Background: an optimization exercise with open tools, aiming at small area. Do not read the settings as production practice. Function not checked in this run: the RTL went through the layout flow alone. No activity file was given, so power comes from the tool's default toggle rates.

[flow/constraint.sdc]
create_clock -name core_clock -period 15.0 [get_ports {CLK}]
set_input_delay 3.0000 -clock core_clock [delete_from_list [all_inputs] [get_ports {CLK}]]
set_output_delay 3.0000 -clock core_clock [all_outputs]
set_load 0.01 [all_outputs]
[flow/run.sh]
#!/bin/bash
# synth_recipe.tcl (not shown) runs the flow's synth.tcl, then flattens the netlist and writes it again
# the make line also repeats each setting of config.mk as NAME=value (left out here)
make -C /OpenROAD-flow-scripts/flow DESIGN_CONFIG=/design/flow/config.mk WORK_HOME=/design/flow/orfs CLKGATE_MAP_FILE= SYNTH_SCRIPT=/design/flow/synth_recipe.tcl finish
[flow/design.v]
module Controller (Vppg, Find_Setting, clk, rst_n, DC_Comp, PGA_Gain, LED_IR, LED_RED,
IR_ADC_Value, RED_ADC_Value, clk_filter);
input [7:0] Vppg;
input Find_Setting;
input clk;
output reg clk_filter;
input rst_n;
output reg [6:0] DC_Comp;
output reg [3:0] PGA_Gain;
output reg LED_RED, LED_IR;
output reg [7:0] IR_ADC_Value, RED_ADC_Value;
integer o;
reg [3:0] Red_Gain, IR_Gain;
reg [6:0] Red_DC, IR_DC;
always @(posedge clk) begin
if(!rst_n) begin
clk_filter <= 0;
end
else
begin
clk_filter <= !clk_filter;
end
end
reg [3:0] State;
localparam S1 = 4'b0000;
localparam S2 = 4'b0100;
localparam S3 = 4'b1100;
localparam S4 = 4'b1000;
localparam S5 = 4'b1010;
localparam S6 = 4'b1110;
localparam S7 = 4'b0110;
localparam S8 = 4'b0010;
localparam S9 = 4'b0001;
localparam S10 = 4'b0101;
localparam S11 = 4'b1011;
integer i, j, k, l, m, n, z;
always @(posedge clk) begin
if(!rst_n) begin
State <= S1;
LED_RED <= 0;
LED_IR <= 0;
l <= 0;
m <= 0;
n <= 0;
DC_Comp <= 7'b0000000;
PGA_Gain <= 4'b0000;
IR_ADC_Value <= 0;
RED_ADC_Value <= 0;
end
else if(rst_n) begin
if (Find_Setting) begin
l <= 1;
end
if (l == 1) begin
case(State)
S1: begin  
PGA_Gain <= 4'b0000;
LED_RED <= 1;
LED_IR <= 0;
if (m == 2)begin
State <= S9;
end
else begin
m <= m + 1;
end
end
S9: begin  
DC_Comp <= DC_Comp + 1;
if (Vppg < 150) begin
State <= S2;
end
end
S2: begin  
PGA_Gain <= PGA_Gain + 1;
i <= 0;
State <= S3;
end
S3: begin  
if (Vppg < 4 | Vppg > 250) begin
State <= S4;
Red_DC <= DC_Comp;
Red_Gain <= PGA_Gain;
end
else
begin
if (i == 475) State <= S2;
else begin
i <= i + 1;
end
end
end
S4: begin  
LED_RED <= 0;
LED_IR <= 1;
DC_Comp <= 7'b0000000;
State <= S5;
end
S5: begin  
PGA_Gain <= 4'b0000;
if (n == 2) begin
State <= S11;
end
else begin
n <= n + 1;
end
end
S11:begin
DC_Comp <= DC_Comp + 1;
if (Vppg < 150) begin
State <= S6;
end
end
S6: begin
PGA_Gain <= PGA_Gain + 1;
j <= 0;
k <= 0;
State <= S7;
end
S7: begin
if (Vppg < 21 | Vppg > 250) begin
LED_IR <= 0;
LED_RED <= 1;
IR_DC <= DC_Comp;
IR_Gain <= PGA_Gain;
PGA_Gain <= Red_Gain;
DC_Comp <= Red_DC;
RED_ADC_Value <= Vppg;
State <= S8;
end
else
begin
if (j == 475) State <= S6;
else begin
j <= j + 1;
end
end
end
S8: begin  
if (k == 4) begin
LED_RED <= !LED_RED;
LED_IR <= !LED_IR;
PGA_Gain <= IR_Gain;
DC_Comp <= IR_DC;
z <= 0;
IR_ADC_Value <= Vppg;
State <= S10;
end
else k <= k + 1;
end
S10:begin
k <= 0;
if (z == 4) begin
LED_RED <= !LED_RED;
LED_IR <= !LED_IR;
PGA_Gain <= Red_Gain;
DC_Comp <= Red_DC;
RED_ADC_Value <= Vppg;
State <= S8;
end
else z <= z + 1;
end
endcase
end
end
end
endmodule
module FIR_FILTER2 (clk, rst_n, en, IR_ADC_Value, Out_IR_Filtered);
input clk, rst_n, en;
input [7:0] IR_ADC_Value;
output reg [19:0] Out_IR_Filtered;
wire [7:0] b0 = 8'b00000010;
wire [7:0] b1 = 8'b00001010;
wire [7:0] b2 = 8'b00010000;
wire [7:0] b3 = 8'b00011100;
wire [7:0] b4 = 8'b00101011;
wire [7:0] b5 = 8'b00111100;
wire [7:0] b6 = 8'b01001110;
wire [7:0] b7 = 8'b01011111;
wire [7:0] b8 = 8'b01101111;
wire [7:0] b9 = 8'b01110111;
wire [7:0] b10 = 8'b10000000;
wire [7:0] b11 = 8'b10000000;
wire [7:0] b12 = 8'b01110111;
wire [7:0] b13 = 8'b01101111;
wire [7:0] b14 = 8'b01011111;
wire [7:0] b15 = 8'b01001110;
wire [7:0] b16 = 8'b00111100;
wire [7:0] b17 = 8'b00101011;
wire [7:0] b18 = 8'b00011100;
wire [7:0] b19 = 8'b00010000;
wire [7:0] b20 = 8'b00001010;
wire [7:0] b21 = 8'b00000010;
reg [7:0] x1,x2,x3,x4,x5,x6,x7,x8,x9,x10,x11,x12,x13,x14,x15,x16,x17,x18,x19,x20,x21;
always@(posedge clk)
begin
if (!rst_n) begin
x1 <= 0;
x2 <= 0;
x3 <= 0;
x4 <= 0;
x5 <= 0;
x6 <= 0;
x7 <= 0;
x8 <= 0;
x9 <= 0;
x10 <= 0;
x11 <= 0;
x12 <= 0;
x13 <= 0;
x14 <= 0;
x15 <= 0;
x16 <= 0;
x17 <= 0;
x18 <= 0;
x19 <= 0;
x20 <= 0;
x21 <= 0;
end
else if (en) begin
x1 <= IR_ADC_Value;
x2 <= x1;
x3 <= x2;
x4 <= x3;
x5 <= x4;
x6 <= x5;
x7 <= x6;
x8 <= x7;
x9 <= x8;
x10 <= x9;
x11 <= x10;
x12 <= x11;
x13 <= x12;
x14 <= x13;
x15 <= x14;
x16 <= x15;
x17 <= x16;
x18 <= x17;
x19 <= x18;
x20 <= x19;
x21 <= x20;
end
end
wire [19:0] Mul0, Mul1, Mul2, Mul3,Mul4, Mul5, Mul6, Mul7,Mul8, Mul9, Mul10, Mul11,Mul12,
Mul13, Mul14, Mul15,Mul16, Mul17, Mul18, Mul19,Mul20, Mul21;
assign Mul0 = IR_ADC_Value * b0;
assign Mul1 = x1 * b1;
assign Mul2 = x2 * b2;
assign Mul3 = x3 * b3;
assign Mul4 = x4 * b4;
assign Mul5 = x5 * b5;
assign Mul6 = x6 * b6;
assign Mul7 = x7 * b7;
assign Mul8 = x8 * b8;
assign Mul9 = x9 * b9;
assign Mul10 = x10 * b10;
assign Mul11 = x11 * b11;
assign Mul12 = x12 * b12;
assign Mul13 = x13 * b13;
assign Mul14 = x14 * b14;
assign Mul15 = x15 * b15;
assign Mul16 = x16 * b16;
assign Mul17 = x17 * b17;
assign Mul18 = x18 * b18;
assign Mul19 = x19 * b19;
assign Mul20 = x20 * b20;
assign Mul21 = x21 * b21;
wire [19:0] Add_final;
assign Add_final = Mul0 + Mul1 + Mul2 + Mul3 + Mul4 + Mul5 + Mul6 + Mul7 + Mul8 + Mul9 +
Mul10 + Mul11 + Mul12 + Mul13 + Mul14 + Mul15+ Mul16 + Mul17 + Mul18 + Mul19 + Mul20
+ Mul21;
always@(posedge clk)
if (!rst_n) Out_IR_Filtered <= 0;
else if (en) Out_IR_Filtered <= Add_final;
endmodule
module pulse_oximeter (
    input         CLK,
    input         rst_n,
    input         Find_Setting,
    input  [7:0]  V_ADC,
    output [6:0]  DC_Comp,
    output [3:0]  PGA_Gain,
    output        LED_IR,
    output        LED_RED,
    output [19:0] Out_IR,
    output [19:0] Out_RED
);
    wire       clk_filter;
    wire [7:0] ir_adc, red_adc;
    Controller u_ctrl (
        .Vppg(V_ADC), .Find_Setting(Find_Setting), .clk(CLK), .rst_n(rst_n),
        .DC_Comp(DC_Comp), .PGA_Gain(PGA_Gain), .LED_IR(LED_IR), .LED_RED(LED_RED),
        .IR_ADC_Value(ir_adc), .RED_ADC_Value(red_adc), .clk_filter(clk_filter)
    );
    FIR_FILTER2 u_fir_ir (
        .clk(CLK), .rst_n(rst_n), .en(!clk_filter),
        .IR_ADC_Value(ir_adc), .Out_IR_Filtered(Out_IR)
    );
    FIR_FILTER2 u_fir_red (
        .clk(CLK), .rst_n(rst_n), .en(!clk_filter),
        .IR_ADC_Value(red_adc), .Out_IR_Filtered(Out_RED)
    );
endmodule
[flow/config.mk]
export PLATFORM = sky130hd
export DESIGN_NAME = pulse_oximeter
export DESIGN_NICKNAME = pulse_oximeter
export VERILOG_FILES = /design/flow/design.v
export SDC_FILE = /design/flow/constraint.sdc
export NUM_CORES = 4
export LEC_CHECK = 0
export CAP_MARGIN = 20
export CORE_MARGIN = 2
export CORE_UTILIZATION = 40
export SLEW_MARGIN = 20
==> impl_metrics.csv <==
group,metric,value,unit
detailed_routing,vias,45760,
power_and_ir_drop,powerDensity,53.96,mW/mm2
detailed_routing,drt-vias-per-instance,5.004,
worst_setup_path,startpoint_type,"flop",
die,ios,64,
power_and_ir_drop,leakage,36.29,nW
detailed_routing,wl_per_cell,17.78,um
outcome,status,"complete, no violations",
timing,fin_worst_skew,65.15,ps
global_routing,grt_use_met1,26.05,%
detailed_routing,drtIter0Drc,2431,
synthesis,avgSynthCellArea,9.883,um2
power_and_ir_drop,comb_power_share,3.1,%
global_routing,grt_use_total,19.30,%
synthesis,synth_area,0.06746,mm2
synthesis,async_reset_ff_share,0,%
synthesis,syn-instance-count,6826,
timing,setup_viol,0,
detailed_routing,drt_first_pass_iters,7,
place,post-dp-hpwl,132700,um
synthesis,yosysSeqAreaShare,20.77,%
power_and_ir_drop,p_switching,0.9668,mW
timing,slew_violations,0,
timing,period_needed,10070,ps
timing,slew-limit-headroom,30.81,%
detailed_routing,drc,0,
timing,hold_violations,0,
detailed_routing,postRouteAntennaNets,0,
timing,max_slew.worst_pin.slew,1038,ps
place,place_congestion,0.8914,
die,initial_core_util,40.30,%
power_and_ir_drop,ir_drop,106.0,uV
die,die_h,414.7,um
worst_setup_path,path_max_fanout,6,
place,pre_cts_ws,5136,ps
worst_setup_path,slowest_stage,"a2111oi_0",
synthesis,synth_edf_count,150,
global_routing,gr-usage-met3,2.002,%
synthesis,yosys_register_bits,625,
clock_tree,cts_setup_buffers,0,
die,die_x,414.7,um
global_routing,grt_overflow,0,
synthesis,yosys_warnings,2,
clock_tree,htreeDepth,3,
synthesis,synthTopCellsByCount,"inv_1, ha_1, fa_1, nor2_1, dfxtp_1",
timing,post-route-period-util,67.13,%
global_routing,use_met2,32.86,%
timing,max_freq,0.09931,GHz
clock_tree,cts_tree,"built",
synthesis,ys_types,82,
worst_setup_path,cp.arrival,10730,ps
clock_tree,clockBufferDepth,3,
power_and_ir_drop,pwr-share-seq,43.5,%
clock_tree,clkSinkCount,625,
clock_tree,cts-root-buf,"clkbuf_16",
synthesis,synth_nets,8645,
global_routing,grt.busiest_layer,"met2",
power_and_ir_drop,p_int,3.000,mW
clock_tree,clock_latency,720,ps
clock_tree,cts_resized,0,
synthesis,ys.flop_type,"dfxtp_1",
clock_tree,holdBufCountCts,0,
global_routing,grt_first_pass_wirelength,264500,um
place,port_buffers,63,
worst_setup_path,worstPathRequired,15660,ps
global_routing,antenna_found_initial,0,
detailed_routing,wirelength,162600,um
power_and_ir_drop,switching_share,24.37,%
worst_setup_path,worstSetupPathType,"flop to flop",
worst_setup_path,critical_path.most_common_cell,"fa_1",
layout,drive_gt1_share,2.853,%
timing,rsz0062_at_grt,"false",
timing,tns,0,ps
synthesis,synth.most_common_cell,"inv_1",
clock_tree,path_clk_slew,60,ps
global_routing,grt_pass1_vias,47600,
worst_setup_path,max_stage_delay,890,ps
worst_hold_path,hold_path_class,"flop to flop",
power_and_ir_drop,p_clk_share,53.4,%
layout,finalNetCount,8689,
die,row_count,150,
layout,area_delta_synth_final,8.975,%
synthesis,synth_largest_area_cell,"fa_1",
synthesis,synthTopCellsByArea,"fa_1, ha_1, dfxtp_1",
global_routing,grt_max_degree,166,
clock_tree,cts_buffers,83,
job,cap_viol_max_count,0,
die,core,0.1674,mm2
worst_setup_path,worstSetupEndpointType,"flop",
die,die-area,0.1720,mm2
timing,setup_ws,4930,ps
synthesis,synth_top_area_share,26.17,%
## cells by family after synthesis
group,Yosys count,synth area share [%]
multiplexers,376,5.581
XOR/XNOR,451,5.855
AND/OR/NAND/NOR,1506,10.37
AO/OA/AOI/OAI,639,6.159
flip-flops,625,20.77
buffers and inverters,1421,7.912
adder cells (fa/ha/maj),1808,43.35
## critical path, delay by kind of cell, from the launching register on
kind            cells  cell delay (ps)
xor+xnor            2              260
flops               1              510
compound gates      7             2620
simple gates        2              290
buf+inv             7              480
fa+ha+maj          13             5840
## power groups by stage
stage	clock network, mW	registers, mW	logic [mW]
floorplan	0	1.76	0.0910
global placement	0	1.76	0.122
detailed placement	0	1.76	0.123
CTS	2.19	1.73	0.123
global route	2.25	1.73	0.130
finish	2.12	1.73	0.121
## routing by layer
layer  part of all wire (%)  vias to the layer above
met5                      0                        -
met4                    2.6                        0
met3                    3.2                      166
met2                     48                      601
met1                     46                    22650
li1                       -                    22340
## final timing paths
kind / endpoint / cells after the start / start / slack [ps]
worst max-delay path: u_fir_ir.Out_IR_Filtered[17]$_SDFFE_PN0N_ / 31 / u_fir_ir.x14[4]$_SDFFE_PN0N_ / 4930
worst min-delay path: u_fir_red.Out_IR_Filtered[13]$_SDFFE_PN0N_ / 2 / u_fir_red.Out_IR_Filtered[13]$_SDFFE_PN0N_ / 460
worst max register to register: u_fir_ir.Out_IR_Filtered[17]$_SDFFE_PN0N_ / 31 / u_fir_ir.x14[4]$_SDFFE_PN0N_ / 4930
worst min register to register: u_fir_red.Out_IR_Filtered[13]$_SDFFE_PN0N_ / 2 / u_fir_red.Out_IR_Filtered[13]$_SDFFE_PN0N_ / 460
## through the flow
stage               instances  hold slack (ps)  power [mW]  utilization [%]  cell area, um2
floorplan                6826            466.6       1.850                -           67460
global placement         8989            453.0       1.886            42.17           70590
detailed placement       8989            455.8       1.887            42.17           70590
CTS                      9144            464.2       4.039            43.91           73510
global route             9144            498.8       4.102            43.91           73510
finish                   9145            463.6       3.967            43.91           73520
## area by class of cell
cell class	instances	area, um2
Fill cell	16110	93890
Multi-Input combinational cell	4780	48140
Sequential cell	625	14020
Inverter	1292	4857
Tap cell	2204	2758
Clock buffer	116	2361
Timing Repair Buffer	88	825.8
Clock inverter	39	555.5
Antenna cell	1	2.502
## flip-flops by register name, summed over array words and instances (netlist names), 20 cells and up
register / cells
u_ctrl.j: 32
u_ctrl.m: 32
u_ctrl.i: 32
u_ctrl.k: 32
u_ctrl.n: 32
u_ctrl.z: 32
u_fir_red.Out_IR_Filtered: 20
u_fir_ir.Out_IR_Filtered: 20
## cell usage in the layout, fill, tap and decap left out, drive strengths merged, types with 199 or more instances in the layout
master  Yosys  routed
fa        882     882
dfxtp     475     475
a21oi     199     199
inv      1291    1294
mux2i     375     375
xor2      225     225
nor2      725     725
nand2     205     205
ha        926     926
xnor2     226     226

## re-timing with driven ports
No port has a modelled driver above. Below, the same layout with a new extraction and two added sets of constraints. Step 1 (the two cells are an assumption about what drives the block):
set clk [get_ports {CLK}]
set_driving_cell -lib_cell sky130_fd_sc_hd__clkbuf_16 $clk
set_driving_cell -lib_cell sky130_fd_sc_hd__buf_2 [delete_from_list [all_inputs] $clk]
Step 2 also shifts input and output timing later by t, the mid clock arrival at the registers, as if the neighbouring blocks saw the same clock. Three values: ideal ports, drivers, drivers and shift; two values: the first two.
t (ns): 0.777
setup WS [ns]: 4.930 / 4.930 / 4.930
worst data-port slew with drivers (ns): 0.07
After both steps setup and hold are still met in this run. The setup slack of this run moves by 0.000 ns with the drivers and by 0.000 ns with both steps.
